This is an optimization exercise on Yosys and OpenROAD, whose aim is small area and a short achievable clock period, not a production implementation.
Function was checked by simulation only, so behaviour that the tests miss may differ from the original.
No activity file was given, so power comes from the tool's default toggle rates.

--- flow/config.mk ---
export PLATFORM = sky130hd
export DESIGN_NAME = pipelined_regfile_4stage
export DESIGN_NICKNAME = pipelined_regfile_4stage
export VERILOG_FILES = /design/flow/design.v
export SDC_FILE = /design/flow/constraint.sdc
export NUM_CORES = 4
export LEC_CHECK = 0
export CAP_MARGIN = 20
export CORE_MARGIN = 2
export CORE_UTILIZATION = 55
export CTS_BUF_LIST = sky130_fd_sc_hd__clkbuf_8
export CTS_CLUSTER_DIAMETER = 80
export CTS_CLUSTER_SIZE = 16
export PLACE_DENSITY = 0.7
export SLEW_MARGIN = 20
--- flow/constraint.sdc ---
create_clock -name core_clock -period 9.0 [get_ports {clk}]
set_input_delay 1.8000 -clock core_clock [delete_from_list [all_inputs] [get_ports {clk}]]
set_output_delay 1.8000 -clock core_clock [all_outputs]
set_load 0.01 [all_outputs]
--- flow/design.v ---
`timescale 1ns / 10ps
module mul16_csa(input [15:0] a, input [15:0] b, output [15:0] s, output [15:0] c, output [15:0] t, output [2:0] e);
wire m1;
wire m2;
wire m3;
wire m4;
wire m5;
wire m6;
wire m7;
wire m8;
wire m9;
wire m10;
wire m11;
wire m12;
wire m13;
wire m14;
wire m15;
wire m16;
wire m17;
wire m18;
wire m19;
wire m20;
wire m21;
wire m22;
wire m23;
wire m24;
wire m25;
wire m26;
wire m27;
wire m28;
wire m29;
wire m30;
wire m31;
wire m32;
wire m33;
wire m34;
wire m35;
wire m36;
wire m37;
wire m38;
wire m39;
wire m40;
wire m41;
wire m42;
wire m43;
wire m44;
wire m45;
wire m46;
wire m47;
wire m48;
wire m49;
wire m50;
wire m51;
wire m52;
wire m53;
wire m54;
wire m55;
wire m56;
wire m57;
wire m58;
wire m59;
wire m60;
wire m61;
wire m62;
wire m63;
wire m64;
wire m65;
wire m66;
wire m67;
wire m68;
wire m69;
wire m70;
wire m71;
wire m72;
wire m73;
wire m74;
wire m75;
wire m76;
wire m77;
wire m78;
wire m79;
wire m80;
wire m81;
wire m82;
wire m83;
wire m84;
wire m85;
wire m86;
wire m87;
wire m88;
wire m89;
wire m90;
wire m91;
wire m92;
wire m93;
wire m94;
wire m95;
wire m96;
wire m97;
wire m98;
wire m99;
wire m100;
wire m101;
wire m102;
wire m103;
wire m104;
wire m105;
wire m106;
wire m107;
wire m108;
wire m109;
wire m110;
wire m111;
wire m112;
wire m113;
wire m114;
wire m115;
wire m116;
wire m117;
wire m118;
wire m119;
wire m120;
wire m121;
wire m122;
wire m123;
wire m124;
wire m125;
wire m126;
wire m127;
wire m128;
wire m129;
wire m130;
wire m131;
wire m132;
wire m133;
wire m134;
wire m135;
wire m136;
wire m137;
wire m138;
wire m139;
wire m140;
wire m141;
wire m142;
wire m143;
wire m144;
wire m145;
wire m146;
wire m147;
wire m148;
wire m149;
wire m150;
wire m151;
wire m152;
wire m153;
wire m154;
wire m155;
wire m156;
wire m157;
wire m158;
wire m159;
wire m160;
wire m161;
wire m162;
wire m163;
wire m164;
wire m165;
wire m166;
wire m167;
wire pp0_0 = a[0] & b[0];
wire pp0_1 = a[1] & b[0];
wire pp1_0 = a[0] & b[1];
wire pp0_2 = a[2] & b[0];
wire pp1_1 = a[1] & b[1];
wire pp2_0 = a[0] & b[2];
wire pp0_3 = a[3] & b[0];
wire pp1_2 = a[2] & b[1];
wire pp2_1 = a[1] & b[2];
wire pp3_0 = a[0] & b[3];
wire pp0_4 = a[4] & b[0];
wire pp1_3 = a[3] & b[1];
wire pp2_2 = a[2] & b[2];
wire pp3_1 = a[1] & b[3];
wire pp4_0 = a[0] & b[4];
wire pp0_5 = a[5] & b[0];
wire pp1_4 = a[4] & b[1];
wire pp2_3 = a[3] & b[2];
wire pp3_2 = a[2] & b[3];
wire pp4_1 = a[1] & b[4];
wire pp5_0 = a[0] & b[5];
wire pp0_6 = a[6] & b[0];
wire pp1_5 = a[5] & b[1];
wire pp2_4 = a[4] & b[2];
wire pp3_3 = a[3] & b[3];
wire pp4_2 = a[2] & b[4];
wire pp5_1 = a[1] & b[5];
wire pp6_0 = a[0] & b[6];
wire pp0_7 = a[7] & b[0];
wire pp1_6 = a[6] & b[1];
wire pp2_5 = a[5] & b[2];
wire pp3_4 = a[4] & b[3];
wire pp4_3 = a[3] & b[4];
wire pp5_2 = a[2] & b[5];
wire pp6_1 = a[1] & b[6];
wire pp7_0 = a[0] & b[7];
wire pp0_8 = a[8] & b[0];
wire pp1_7 = a[7] & b[1];
wire pp2_6 = a[6] & b[2];
wire pp3_5 = a[5] & b[3];
wire pp4_4 = a[4] & b[4];
wire pp5_3 = a[3] & b[5];
wire pp6_2 = a[2] & b[6];
wire pp7_1 = a[1] & b[7];
wire pp8_0 = a[0] & b[8];
wire pp0_9 = a[9] & b[0];
wire pp1_8 = a[8] & b[1];
wire pp2_7 = a[7] & b[2];
wire pp3_6 = a[6] & b[3];
wire pp4_5 = a[5] & b[4];
wire pp5_4 = a[4] & b[5];
wire pp6_3 = a[3] & b[6];
wire pp7_2 = a[2] & b[7];
wire pp8_1 = a[1] & b[8];
wire pp9_0 = a[0] & b[9];
wire pp0_10 = a[10] & b[0];
wire pp1_9 = a[9] & b[1];
wire pp2_8 = a[8] & b[2];
wire pp3_7 = a[7] & b[3];
wire pp4_6 = a[6] & b[4];
wire pp5_5 = a[5] & b[5];
wire pp6_4 = a[4] & b[6];
wire pp7_3 = a[3] & b[7];
wire pp8_2 = a[2] & b[8];
wire pp9_1 = a[1] & b[9];
wire pp10_0 = a[0] & b[10];
wire pp0_11 = a[11] & b[0];
wire pp1_10 = a[10] & b[1];
wire pp2_9 = a[9] & b[2];
wire pp3_8 = a[8] & b[3];
wire pp4_7 = a[7] & b[4];
wire pp5_6 = a[6] & b[5];
wire pp6_5 = a[5] & b[6];
wire pp7_4 = a[4] & b[7];
wire pp8_3 = a[3] & b[8];
wire pp9_2 = a[2] & b[9];
wire pp10_1 = a[1] & b[10];
wire pp11_0 = a[0] & b[11];
wire pp0_12 = a[12] & b[0];
wire pp1_11 = a[11] & b[1];
wire pp2_10 = a[10] & b[2];
wire pp3_9 = a[9] & b[3];
wire pp4_8 = a[8] & b[4];
wire pp5_7 = a[7] & b[5];
wire pp6_6 = a[6] & b[6];
wire pp7_5 = a[5] & b[7];
wire pp8_4 = a[4] & b[8];
wire pp9_3 = a[3] & b[9];
wire pp10_2 = a[2] & b[10];
wire pp11_1 = a[1] & b[11];
wire pp12_0 = a[0] & b[12];
wire pp0_13 = a[13] & b[0];
wire pp1_12 = a[12] & b[1];
wire pp2_11 = a[11] & b[2];
wire pp3_10 = a[10] & b[3];
wire pp4_9 = a[9] & b[4];
wire pp5_8 = a[8] & b[5];
wire pp6_7 = a[7] & b[6];
wire pp7_6 = a[6] & b[7];
wire pp8_5 = a[5] & b[8];
wire pp9_4 = a[4] & b[9];
wire pp10_3 = a[3] & b[10];
wire pp11_2 = a[2] & b[11];
wire pp12_1 = a[1] & b[12];
wire pp13_0 = a[0] & b[13];
wire pp0_14 = a[14] & b[0];
wire pp1_13 = a[13] & b[1];
wire pp2_12 = a[12] & b[2];
wire pp3_11 = a[11] & b[3];
wire pp4_10 = a[10] & b[4];
wire pp5_9 = a[9] & b[5];
wire pp6_8 = a[8] & b[6];
wire pp7_7 = a[7] & b[7];
wire pp8_6 = a[6] & b[8];
wire pp9_5 = a[5] & b[9];
wire pp10_4 = a[4] & b[10];
wire pp11_3 = a[3] & b[11];
wire pp12_2 = a[2] & b[12];
wire pp13_1 = a[1] & b[13];
wire pp14_0 = a[0] & b[14];
wire pp0_15 = a[15] & b[0];
wire pp1_14 = a[14] & b[1];
wire pp2_13 = a[13] & b[2];
wire pp3_12 = a[12] & b[3];
wire pp4_11 = a[11] & b[4];
wire pp5_10 = a[10] & b[5];
wire pp6_9 = a[9] & b[6];
wire pp7_8 = a[8] & b[7];
wire pp8_7 = a[7] & b[8];
wire pp9_6 = a[6] & b[9];
wire pp10_5 = a[5] & b[10];
wire pp11_4 = a[4] & b[11];
wire pp12_3 = a[3] & b[12];
wire pp13_2 = a[2] & b[13];
wire pp14_1 = a[1] & b[14];
wire pp15_0 = a[0] & b[15];
assign m1 = pp0_3 ^ pp1_2;
assign m2 = pp0_3 & pp1_2;
assign m3 = pp0_4 ^ pp1_3 ^ pp2_2;
assign m4 = (pp0_4 & pp1_3) | (pp2_2 & (pp0_4 ^ pp1_3));
assign m5 = pp3_1 ^ pp4_0;
assign m6 = pp3_1 & pp4_0;
assign m7 = pp0_5 ^ pp1_4 ^ pp2_3;
assign m8 = (pp0_5 & pp1_4) | (pp2_3 & (pp0_5 ^ pp1_4));
assign m9 = pp3_2 ^ pp4_1 ^ pp5_0;
assign m10 = (pp3_2 & pp4_1) | (pp5_0 & (pp3_2 ^ pp4_1));
assign m11 = m6 ^ m4;
assign m12 = m6 & m4;
assign m13 = pp0_6 ^ pp1_5 ^ pp2_4;
assign m14 = (pp0_6 & pp1_5) | (pp2_4 & (pp0_6 ^ pp1_5));
assign m15 = pp3_3 ^ pp4_2 ^ pp5_1;
assign m16 = (pp3_3 & pp4_2) | (pp5_1 & (pp3_3 ^ pp4_2));
assign m17 = pp6_0 ^ m10 ^ m8;
assign m18 = (pp6_0 & m10) | (m8 & (pp6_0 ^ m10));
assign m19 = m13 ^ m15;
assign m20 = m13 & m15;
assign m21 = pp0_7 ^ pp1_6 ^ pp2_5;
assign m22 = (pp0_7 & pp1_6) | (pp2_5 & (pp0_7 ^ pp1_6));
assign m23 = pp3_4 ^ pp4_3 ^ pp5_2;
assign m24 = (pp3_4 & pp4_3) | (pp5_2 & (pp3_4 ^ pp4_3));
assign m25 = pp6_1 ^ pp7_0 ^ m14;
assign m26 = (pp6_1 & pp7_0) | (m14 & (pp6_1 ^ pp7_0));
assign m27 = m16 ^ m21 ^ m23;
assign m28 = (m16 & m21) | (m23 & (m16 ^ m21));
assign m29 = m20 ^ m18;
assign m30 = m20 & m18;
assign m31 = pp0_8 ^ pp1_7 ^ pp2_6;
assign m32 = (pp0_8 & pp1_7) | (pp2_6 & (pp0_8 ^ pp1_7));
assign m33 = pp3_5 ^ pp4_4 ^ pp5_3;
assign m34 = (pp3_5 & pp4_4) | (pp5_3 & (pp3_5 ^ pp4_4));
assign m35 = pp6_2 ^ pp7_1 ^ pp8_0;
assign m36 = (pp6_2 & pp7_1) | (pp8_0 & (pp6_2 ^ pp7_1));
assign m37 = m22 ^ m24 ^ m31;
assign m38 = (m22 & m24) | (m31 & (m22 ^ m24));
assign m39 = m33 ^ m35 ^ m26;
assign m40 = (m33 & m35) | (m26 & (m33 ^ m35));
assign m41 = m28 ^ m37;
assign m42 = m28 & m37;
assign m43 = pp0_9 ^ pp1_8 ^ pp2_7;
assign m44 = (pp0_9 & pp1_8) | (pp2_7 & (pp0_9 ^ pp1_8));
assign m45 = pp3_6 ^ pp4_5 ^ pp5_4;
assign m46 = (pp3_6 & pp4_5) | (pp5_4 & (pp3_6 ^ pp4_5));
assign m47 = pp6_3 ^ pp7_2 ^ pp8_1;
assign m48 = (pp6_3 & pp7_2) | (pp8_1 & (pp6_3 ^ pp7_2));
assign m49 = pp9_0 ^ m32 ^ m34;
assign m50 = (pp9_0 & m32) | (m34 & (pp9_0 ^ m32));
assign m51 = m36 ^ m43 ^ m45;
assign m52 = (m36 & m43) | (m45 & (m36 ^ m43));
assign m53 = m47 ^ m38 ^ m49;
assign m54 = (m47 & m38) | (m49 & (m47 ^ m38));
assign m55 = m51 ^ m42;
assign m56 = m51 & m42;
assign m57 = pp0_10 ^ pp10_0 ^ pp1_9;
assign m58 = (pp0_10 & pp10_0) | (pp1_9 & (pp0_10 ^ pp10_0));
assign m59 = pp2_8 ^ pp3_7 ^ pp4_6;
assign m60 = (pp2_8 & pp3_7) | (pp4_6 & (pp2_8 ^ pp3_7));
assign m61 = pp5_5 ^ pp6_4 ^ pp7_3;
assign m62 = (pp5_5 & pp6_4) | (pp7_3 & (pp5_5 ^ pp6_4));
assign m63 = pp8_2 ^ pp9_1 ^ m44;
assign m64 = (pp8_2 & pp9_1) | (m44 & (pp8_2 ^ pp9_1));
assign m65 = m46 ^ m48 ^ m57;
assign m66 = (m46 & m48) | (m57 & (m46 ^ m48));
assign m67 = m59 ^ m61 ^ m50;
assign m68 = (m59 & m61) | (m50 & (m59 ^ m61));
assign m69 = m52 ^ m63 ^ m65;
assign m70 = (m52 & m63) | (m65 & (m52 ^ m63));
assign m71 = m56 ^ m54;
assign m72 = m56 & m54;
assign m73 = pp0_11 ^ pp10_1 ^ pp11_0;
assign m74 = (pp0_11 & pp10_1) | (pp11_0 & (pp0_11 ^ pp10_1));
assign m75 = pp1_10 ^ pp2_9 ^ pp3_8;
assign m76 = (pp1_10 & pp2_9) | (pp3_8 & (pp1_10 ^ pp2_9));
assign m77 = pp4_7 ^ pp5_6 ^ pp6_5;
assign m78 = (pp4_7 & pp5_6) | (pp6_5 & (pp4_7 ^ pp5_6));
assign m79 = pp7_4 ^ pp8_3 ^ pp9_2;
assign m80 = (pp7_4 & pp8_3) | (pp9_2 & (pp7_4 ^ pp8_3));
assign m81 = m58 ^ m60 ^ m62;
assign m82 = (m58 & m60) | (m62 & (m58 ^ m60));
assign m83 = m73 ^ m75 ^ m77;
assign m84 = (m73 & m75) | (m77 & (m73 ^ m75));
assign m85 = m79 ^ m64 ^ m66;
assign m86 = (m79 & m64) | (m66 & (m79 ^ m64));
assign m87 = m81 ^ m83 ^ m68;
assign m88 = (m81 & m83) | (m68 & (m81 ^ m83));
assign m89 = m70 ^ m85;
assign m90 = m70 & m85;
assign m91 = pp0_12 ^ pp10_2 ^ pp11_1;
assign m92 = (pp0_12 & pp10_2) | (pp11_1 & (pp0_12 ^ pp10_2));
assign m93 = pp12_0 ^ pp1_11 ^ pp2_10;
assign m94 = (pp12_0 & pp1_11) | (pp2_10 & (pp12_0 ^ pp1_11));
assign m95 = pp3_9 ^ pp4_8 ^ pp5_7;
assign m96 = (pp3_9 & pp4_8) | (pp5_7 & (pp3_9 ^ pp4_8));
assign m97 = pp6_6 ^ pp7_5 ^ pp8_4;
assign m98 = (pp6_6 & pp7_5) | (pp8_4 & (pp6_6 ^ pp7_5));
assign m99 = pp9_3 ^ m74 ^ m76;
assign m100 = (pp9_3 & m74) | (m76 & (pp9_3 ^ m74));
assign m101 = m78 ^ m80 ^ m91;
assign m102 = (m78 & m80) | (m91 & (m78 ^ m80));
assign m103 = m93 ^ m95 ^ m97;
assign m104 = (m93 & m95) | (m97 & (m93 ^ m95));
assign m105 = m82 ^ m84 ^ m99;
assign m106 = (m82 & m84) | (m99 & (m82 ^ m84));
assign m107 = m101 ^ m103 ^ m86;
assign m108 = (m101 & m103) | (m86 & (m101 ^ m103));
assign m109 = m105 ^ m90;
assign m110 = m105 & m90;
assign m111 = pp0_13 ^ pp10_3 ^ pp11_2;
assign m112 = (pp0_13 & pp10_3) | (pp11_2 & (pp0_13 ^ pp10_3));
assign m113 = pp12_1 ^ pp13_0 ^ pp1_12;
assign m114 = (pp12_1 & pp13_0) | (pp1_12 & (pp12_1 ^ pp13_0));
assign m115 = pp2_11 ^ pp3_10 ^ pp4_9;
assign m116 = (pp2_11 & pp3_10) | (pp4_9 & (pp2_11 ^ pp3_10));
assign m117 = pp5_8 ^ pp6_7 ^ pp7_6;
assign m118 = (pp5_8 & pp6_7) | (pp7_6 & (pp5_8 ^ pp6_7));
assign m119 = pp8_5 ^ pp9_4 ^ m92;
assign m120 = (pp8_5 & pp9_4) | (m92 & (pp8_5 ^ pp9_4));
assign m121 = m94 ^ m96 ^ m98;
assign m122 = (m94 & m96) | (m98 & (m94 ^ m96));
assign m123 = m111 ^ m113 ^ m115;
assign m124 = (m111 & m113) | (m115 & (m111 ^ m113));
assign m125 = m117 ^ m100 ^ m102;
assign m126 = (m117 & m100) | (m102 & (m117 ^ m100));
assign m127 = m104 ^ m119 ^ m121;
assign m128 = (m104 & m119) | (m121 & (m104 ^ m119));
assign m129 = m123 ^ m106 ^ m125;
assign m130 = (m123 & m106) | (m125 & (m123 ^ m106));
assign m131 = m127 ^ m108;
assign m132 = m127 & m108;
assign m133 = pp0_14 ^ pp10_4 ^ pp11_3;
assign m134 = (pp0_14 & pp10_4) | (pp11_3 & (pp0_14 ^ pp10_4));
assign m135 = pp12_2 ^ pp13_1 ^ pp14_0;
assign m136 = (pp12_2 & pp13_1) | (pp14_0 & (pp12_2 ^ pp13_1));
assign m137 = pp1_13 ^ pp2_12 ^ pp3_11;
assign m138 = (pp1_13 & pp2_12) | (pp3_11 & (pp1_13 ^ pp2_12));
assign m139 = pp4_10 ^ pp5_9 ^ pp6_8;
assign m140 = (pp4_10 & pp5_9) | (pp6_8 & (pp4_10 ^ pp5_9));
assign m141 = pp7_7 ^ pp8_6 ^ pp9_5;
assign m142 = (pp7_7 & pp8_6) | (pp9_5 & (pp7_7 ^ pp8_6));
assign m143 = m112 ^ m114 ^ m116;
assign m144 = (m112 & m114) | (m116 & (m112 ^ m114));
assign m145 = m118 ^ m133 ^ m135;
assign m146 = (m118 & m133) | (m135 & (m118 ^ m133));
assign m147 = m137 ^ m139 ^ m141;
assign m148 = (m137 & m139) | (m141 & (m137 ^ m139));
assign m149 = m120 ^ m122 ^ m124;
assign m150 = (m120 & m122) | (m124 & (m120 ^ m122));
assign m151 = m143 ^ m145 ^ m147;
assign m152 = (m143 & m145) | (m147 & (m143 ^ m145));
assign m153 = m126 ^ m128 ^ m149;
assign m154 = (m126 & m128) | (m149 & (m126 ^ m128));
assign m155 = m151 ^ m130;
assign m156 = m151 & m130;
assign m157 = pp0_15 ^ pp10_5 ^ pp11_4;
assign m158 = pp12_3 ^ pp13_2 ^ pp14_1;
assign m159 = pp15_0 ^ pp1_14 ^ pp2_13;
assign m160 = pp3_12 ^ pp4_11 ^ pp5_10;
assign m161 = pp6_9 ^ pp7_8 ^ pp8_7;
assign m162 = pp9_6 ^ m157 ^ m158;
assign m163 = m159 ^ m160 ^ m161;
assign m164 = m134 ^ m136 ^ m138;
assign m165 = m140 ^ m142 ^ m162;
assign m166 = m163 ^ m164 ^ m144;
assign m167 = m146 ^ m148 ^ m165;
assign s[0] = pp0_0;
assign c[0] = 1'b0;
assign t[0] = 1'b0;
assign s[1] = pp0_1;
assign c[1] = pp1_0;
assign t[1] = 1'b0;
assign s[2] = pp0_2;
assign c[2] = pp1_1;
assign t[2] = pp2_0;
assign s[3] = pp2_1;
assign c[3] = pp3_0;
assign t[3] = m1;
assign s[4] = m2;
assign c[4] = m5;
assign t[4] = m3;
assign s[5] = m7;
assign c[5] = m9;
assign t[5] = m11;
assign s[6] = m12;
assign c[6] = m19;
assign t[6] = m17;
assign s[7] = m25;
assign c[7] = m27;
assign t[7] = m29;
assign s[8] = m30;
assign c[8] = m41;
assign t[8] = m39;
assign s[9] = m40;
assign c[9] = m53;
assign t[9] = m55;
assign s[10] = m67;
assign c[10] = m69;
assign t[10] = m71;
assign s[11] = m72;
assign c[11] = m89;
assign t[11] = m87;
assign s[12] = m88;
assign c[12] = m107;
assign t[12] = m109;
assign s[13] = m110;
assign c[13] = m129;
assign t[13] = m131;
assign s[14] = m153;
assign c[14] = m132;
assign t[14] = m155;
assign e[0] = m167;
assign e[1] = m154;
assign e[2] = m156;
assign s[15] = m166;
assign c[15] = m150;
assign t[15] = m152;
endmodule
`timescale 1ns / 1ps
module pipelined_regfile_4stage(clk, rst, imem_addr, imem_rdata, dmem_addr, dmem_wdata, dmem_we, dmem_rdata, wb_en, wb_addr, wb_data);
input clk;
input rst;
output [15:0] imem_addr;
input [15:0] imem_rdata;
output [15:0] dmem_addr;
output [15:0] dmem_wdata;
output dmem_we;
input [15:0] dmem_rdata;
output wb_en;
output [3:0] wb_addr;
output [15:0] wb_data;
reg [15:0] pc_q;           
reg [3:0]  op_q;           
reg [15:0] a_q, b_q, npc_q;
reg [3:0]  imm_q, rd_q;
reg        we_q, ld_q, wen2_q, cin_q, com_q;    
reg [3:0]  waddr2_q;
reg [15:0] x_q, y_q, z_q;
reg [2:0]  e_q;            
reg        wen3_q;         
reg [3:0]  waddr3_q;
reg [15:0] wdata3_q;
wire [15:0] inst = imem_rdata;
wire [3:0]  op = inst[15:12];
wire [3:0]  rs = inst[7:4];
wire [3:0]  r2 = op[3] ? inst[11:8] : inst[3:0];
wire [15:0] wsel = wen3_q ? (16'd1 << waddr3_q) : 16'd0;
wire [15:0] rs_oh = 16'd1 << rs;
wire        sll = (op == 4'h4);
wire [15:0] r2_oh = sll ? 16'd0 : (16'd1 << r2);
wire [15:0] shf = inst[3] ? 16'd0 : (16'd1 << inst[2:0]);
wire [15:0] regq [0:15];
reg [15:0] rd1, rd2;
integer k;
always @(*) begin
	rd1 = (|(rs_oh & wsel)) ? wdata3_q : 16'd0;
	rd2 = (|(r2_oh & wsel)) ? wdata3_q : sll ? shf : 16'd0;
	for (k = 0; k < 16; k = k + 1) begin
		rd1 = rd1 | ({16{rs_oh[k] & ~wsel[k]}} & regq[k]);
		rd2 = rd2 | ({16{r2_oh[k] & ~wsel[k]}} & regq[k]);
	end
end
wire [15:0] cur = pc_q;    
wire [15:0] cur1 = cur + 16'd1;
wire [15:0] simm = {{12{imm_q[3]}}, imm_q};
wire        eq = (a_q == b_q);
wire        taken = (op_q == 4'hA) && eq;
wire [15:0] target = npc_q + simm;
wire        jump = (op == 4'hB);
wire        jr = (op == 4'hC || op == 4'hD);
wire [15:0] pc_next = jr ? rd1 :
                      (taken && !jump) ? target :
                      jump ? {cur[15:12], inst[11:0]} : cur1;
wire [15:0] ms, mc, mt;
wire [2:0]  me;
mul16_csa MUL0(.a(a_q), .b(b_q), .s(ms), .c(mc), .t(mt), .e(me));
wire [15:0] shr = imm_q[3] ? 16'd0 : (a_q >> imm_q[2:0]);
wire [15:0] addr = a_q + simm;
reg [15:0] x_d, y_d;
always @(*) begin
	y_d = 16'd0;
	case (op_q)
		4'h0: begin x_d = a_q; y_d = b_q; end
		4'h1: begin x_d = a_q; y_d = ~b_q; end
		4'h2: x_d = a_q & b_q;
		4'h3: x_d = a_q ^ b_q;
		4'h4: begin x_d = ms; y_d = mc; end
		4'h5: x_d = shr;
		4'h6: begin x_d = ~a_q; y_d = b_q; end
		4'h7: begin x_d = ms; y_d = mc; end
		4'h8: x_d = addr;
		4'h9: begin x_d = addr; y_d = b_q; end
		4'hD: x_d = npc_q;
		default: x_d = 16'd0;
	endcase
end
wire wen_e = !(op_q == 4'h9 || op_q == 4'hA || op_q == 4'hB || op_q == 4'hC);
wire [15:0] p3 = x_q ^ y_q ^ z_q;
wire [15:0] g3 = (x_q & y_q) | (z_q & (x_q ^ y_q));
wire [16:0] sum = {1'b0, p3} + {g3, 1'b0} + {16'd0, cin_q};
wire [15:0] wdata_d = ld_q ? dmem_rdata : com_q ? {15'd0, sum[16]} : {sum[15] ^ (^e_q), sum[14:0]};
assign imem_addr = cur;
assign dmem_addr = x_q;
assign dmem_wdata = y_q;
assign dmem_we = we_q;
assign wb_en = wen3_q;
assign wb_addr = waddr3_q;
assign wb_data = wdata3_q;
always @(posedge clk) begin
	if (rst) begin
		pc_q <= 16'd0;
		op_q <= 4'hB;
		we_q <= 1'b0;
		ld_q <= 1'b0;
		wen2_q <= 1'b0;
		wen3_q <= 1'b0;
	end else begin
		pc_q <= pc_next;
		op_q <= op;
		we_q <= (op_q == 4'h9);
		ld_q <= (op_q == 4'h8);
		wen2_q <= wen_e;
		wen3_q <= wen2_q;
	end
	a_q <= rd1;
	b_q <= rd2;
	npc_q <= cur1;
	imm_q <= inst[3:0];
	rd_q <= inst[11:8];
	x_q <= x_d;
	y_q <= y_d;
	z_q <= (op_q == 4'h7 || op_q == 4'h4) ? mt : 16'd0;
	e_q <= (op_q == 4'h7 || op_q == 4'h4) ? me : 3'd0;
	cin_q <= (op_q == 4'h1 || op_q == 4'h6);
	com_q <= (op_q == 4'h6);
	waddr2_q <= (op_q == 4'hD) ? 4'hF : rd_q;
	waddr3_q <= waddr2_q;
	wdata3_q <= wdata_d;
end
wire [15:0] nrst = {16{~rst}};
wire [15:0] wd_0  = wdata3_q & nrst;
wire [15:0] wd_6  = (wdata3_q & nrst) | {13'd0, rst, rst, 1'b0};
wire [15:0] wd_66 = (wdata3_q & nrst) | {9'd0, rst, 4'd0, rst, 1'b0};
wire [15:0] wd_3  = (wdata3_q & nrst) | {14'd0, rst, rst};
genvar g;
generate
	for (g = 0; g < 16; g = g + 1) begin : RF
		reg [15:0] r;
		wire [15:0] d = (g == 0) ? wd_6 : (g == 1 || g == 8) ? wd_66 : (g == 3) ? wd_3 : wd_0;
		always @(posedge clk)
			if (rst | wsel[g])
				r <= d;
		assign regq[g] = r;
	end
endgenerate
endmodule
--- flow/flow/run.sh ---
#!/bin/bash
set -euo pipefail
export BUFFER_PORTS_ARGS="-buffer_cell sky130_fd_sc_hd__buf_4"
export SETUP_SLACK_MARGIN=5.5
bash standard.sh > standard.log 2>&1
--- flow/standard.sh ---
#!/bin/bash
# synth_recipe.tcl (not shown) runs the flow's synth.tcl, then flattens the netlist and writes it again
# the make line also repeats each setting of config.mk as NAME=value (left out here)
make -C /OpenROAD-flow-scripts/flow DESIGN_CONFIG=/design/flow/config.mk WORK_HOME=/design/flow/orfs CLKGATE_MAP_FILE= SYNTH_SCRIPT=/design/flow/synth_recipe.tcl "${@:-finish}"
==> results.json <==
{
  "htreeDepth": 2,
  "cts_tree": "built",
  "ir_worst_vdd_v": 0.000177,
  "grt_start_max_net_pins": 41,
  "slowest_stage": "or3b_4",
  "crit_type": "in -> reg",
  "firstDrtPassIters": 10,
  "viasPerCell": 7.16,
  "routedWlPerCell_um": 31.6,
  "maxSlewHeadroom": 0.231,
  "synth_area_um2": 23400,
  "crit_path_end_kind": "flip-flop",
  "seq_area_frac_synth": 0.462,
  "synth_cells": 2158,
  "crit_path_frequent_cell": "a211o_1",
  "power_frac_clock": 0.177,
  "clock.fmax_mhz": 286,
  "startpoint_type": "input pin",
  "n_fill_cell": 3408,
  "gp_congestion": 0.972,
  "yosysUniqueCellTypes": 80,
  "power.density_nw_per_um2": 225,
  "clockRootBuffer": "clkbuf_8",
  "cts.clk_slew.worst_paths_ns": 0.11,
  "dp_hpwl_um": 59400,
  "track_usage": 0.399,
  "yosys_warnings": 1,
  "period_needed_ns": 3.50,
  "numCtsBuffers": 34,
  "grt-ovfl-total": 0,
  "vias": 20120,
  "outcome": "complete, no violations",
  "fp.dieH_um": 210,
  "grt_pass1_vias": 19382,
  "skew_ns": 0.0477,
  "hold_ws_ns": 0.339,
  "synthArstFlopShare": 0,
  "hold_viol_final": 0,
  "crit_fanout": 5,
  "io_buffers": 103,
  "ys_seq_elements": 411,
  "syn_avg_cell_area_um2": 10.8,
  "core_region_area_um2": 41900,
  "synth_enable_flop_cells": 256,
  "io_pins": 104,
  "p_int_w": 0.00361,
  "crit_buf_inv": 3,
  "worst_pin_slew_ns": 1.15,
  "placementRows": 75,
  "leakage_nw": 10.4,
  "die_w_um": 210,
  "holdBufCountCts": 0,
  "setup_viol": 0,
  "grt_pass1_wl_um": 129000,
  "pwr-share-seq": 0.479,
  "rsz0062_at_grt": "true",
  "antenna_found_initial": 1,
  "drt_wl_total_um": 88900,
  "switching_share": 0.388,
  "fin_nets": 2439,
  "comb_power_share": 0.344,
  "area_delta_synth_final_pct": 12.4,
  "hold_class": "reg -> reg",
  "cp_data_arrival_time_ns": 4.04,
  "rrSetupSlack_ns": 5.51,
  "clock-sinks": 411,
  "crit_family": "compound AO/OA/AOI/OAI gates",
  "cts_buffer_depth": 3,
  "fp.dieArea_um2": 44200,
  "syn_nets": 2352,
  "antenna_left": 0,
  "path_cells": "buf_8, or3b_4, a22o_4, and4b_2, buf_12, buf_4, a222oi_1, nand3_1, a211o_1, a211o_1",
  "setup_tns_ns": 0,
  "clk_latency_ns": 0.64,
  "drc": 0,
  "max_stage_delay_ns": 0.43,
  "critPathRequiredTime_ns": 9.54,
  "drv_cap": 0,
  "slew_violations": 0,
  "start_util": 0.557,
  "p_sw_w": 0.00229,
  "synth_flop_cell": "edfxtp_1",
  "period_share": 0.389,
  "drt_iter0_markers": 3134,
  "drive_gt1_frac": 0.174
}
-- metrics by stage --
step,area [um2],cells,worst slack (ns),util,power [W]
after CTS,25900,2781,5.47,0.616,0.00577
final,26300,2810,5.50,0.626,0.00591
after global routing,26300,2808,5.41,0.626,0.00614
after global placement,25000,2714,3.85,0.596,0.00469
after floorplan,23700,2158,5.18,-,0.00382
after detailed placement,25000,2714,4.15,0.596,0.00471
-- area by class of cell --
class,count,area (um2),area share
diodes,2,5.00,0.000190
clock buffers,36,495,0.0189
clock inverters,24,143,0.00543
inverters,88,340,0.0130
multi-input cells,1512,12100,0.462
flip-flops and latches,411,10900,0.413
well taps,539,674,0.0257
repair buffers,198,1630,0.0620
-- synth_stat cells (all sizes together) (11+ instances only) --
master   number  area [um2]
and3         18         113
mux2i        29         290
a21oi        65         325
inv          87         327
nor2        105         394
or2          20         125
a2111oi      14         180
a21o         22         165
o21a         12        90.1
nand4        64         400
xor2         22         193
a211oi       24         180
a221o        11         110
dfxtp       155        3100
a211o        29         254
nor3         18        90.1
a22oi       220        1650
nand2b       11        68.8
a222oi       18         180
clkbuf      114         428
xnor2        49         429
a221oi       34         298
buf          34         183
fa           83        1660
nor2b        28         175
and2         72         453
nand3        42         210
ha           77         963
edfxtp      256        7690
nand2       164         616
o21ai        71         355
a22o         17         149
-- repair_timing --
action | CTS | global route
setup endpoints to repair | 56 | 41
buffers inserted | 7 | 26
pin swaps | 6 | 18
gates resized for setup | 70 | 61
cloned | 0 | 1
-- layer usage --
metal  wire, um  track usage
met1      32600        0.518
met2      39700        0.620
met3       9990       0.0797
met4       6500        0.239
met5          0            0
-- path summary, 6_finish.rpt --
path	startpoint	end	cells past startpoint
setup / recovery	imem_rdata[13]	b_q[2]	10
hold / removal	waddr2_q[3]	waddr3_q[3]	0
setup reg to reg	a_q[11]	x_q[14]	10
hold reg to reg	waddr2_q[3]	waddr3_q[3]	0
-- power groups by stage --
stage	clock [W]	combinational [W]	sequential, W
floorplan	0	0.00118	0.00263
global placement	0	0.00184	0.00285
detailed placement	0	0.00187	0.00284
CTS	0.00105	0.00191	0.00281
global route	0.00112	0.00218	0.00284
finish	0.00105	0.00203	0.00283
-- sequential cells by signal, summed over array words and instances, names as in the netlist --
| signal | flops |
|---|---|
| a_q | 16 |
| wen3_q | 1 |
| op_q | 4 |
| waddr2_q | 4 |
| x_q | 16 |
| cin_q | 1 |
| imm_q | 4 |
| b_q | 16 |
| npc_q | 16 |
| pc_q | 16 |
| we_q | 1 |
| y_q | 16 |
| wdata3_q | 16 |
| RF.r | 256 |
| wen2_q | 1 |
| com_q | 1 |
| waddr3_q | 4 |
| z_q | 14 |
| e_q | 3 |
| rd_q | 4 |
| ld_q | 1 |
-- placed cells by master (no fill, tap or decap), drive strengths merged, types with 9 or more instances in the layout --
| master | netlist | final |
|---|---|---|
| edfxtp | 256 | 256 |
| buf | 34 | 198 |
| a221o | 11 | 11 |
| or2 | 20 | 20 |
| and4 | 10 | 10 |
| a21oi | 65 | 65 |
| nor3 | 18 | 18 |
| and3 | 18 | 18 |
| a2111oi | 14 | 14 |
| o21a | 12 | 12 |
| a31oi | 9 | 9 |
| inv | 87 | 110 |
| xor2 | 22 | 22 |
| nor2 | 105 | 105 |
| mux2i | 29 | 29 |
| fa | 83 | 83 |
| nand2b | 11 | 11 |
| o31ai | 9 | 9 |
| a222oi | 18 | 18 |
| and2 | 72 | 72 |
| nor4 | 10 | 10 |
| ha | 77 | 77 |
| a221oi | 34 | 34 |
| nand4 | 64 | 64 |
| nand2 | 164 | 164 |
| o21ai | 71 | 71 |
| mux2 | 10 | 10 |
| a21o | 22 | 22 |
| xnor2 | 49 | 49 |
| a22o | 17 | 18 |
| dfxtp | 155 | 155 |
| a211oi | 24 | 24 |
| a211o | 29 | 29 |
| and4b | 10 | 10 |
| nor2b | 28 | 28 |
| a22oi | 220 | 220 |
| clkbuf | 114 | 36 |
| nand3 | 42 | 42 |
-- cells by family after synthesis --
group | synth area share
xor+xnor | 0.0266
compound gates | 0.203
flops | 0.462
fa+ha+maj | 0.112
mux | 0.0192
buf+inv | 0.0403
simple gates | 0.137

## static timing again, ports no longer ideal
No port has a modelled driver above. Below, the same layout with a new extraction and two added sets of constraints.
Step 1: set_driving_cell puts a clkbuf_16 on clk and a buf_2 on each other input, an assumption about the parent block.
Step 2, shift: input delay + t, output delay - t, t = (earliest + latest rising clock arrival at the registers) / 2. This alone moves slack from input paths to output paths.
a / b / c = ideal / step 1 / step 2; a / b = the first two.
t, ns: 0.671
setup slack, ns: 5.501 / 5.514 / 4.845
worst setup path at the end: input to register
slew at the worst register clock pin (ns): 0.11 / 0.11
pins driven straight from the clock port: 1
After both steps this run still meets setup and hold. The setup slack of this run moves by +0.013 ns with the drivers and by -0.656 ns with both steps.
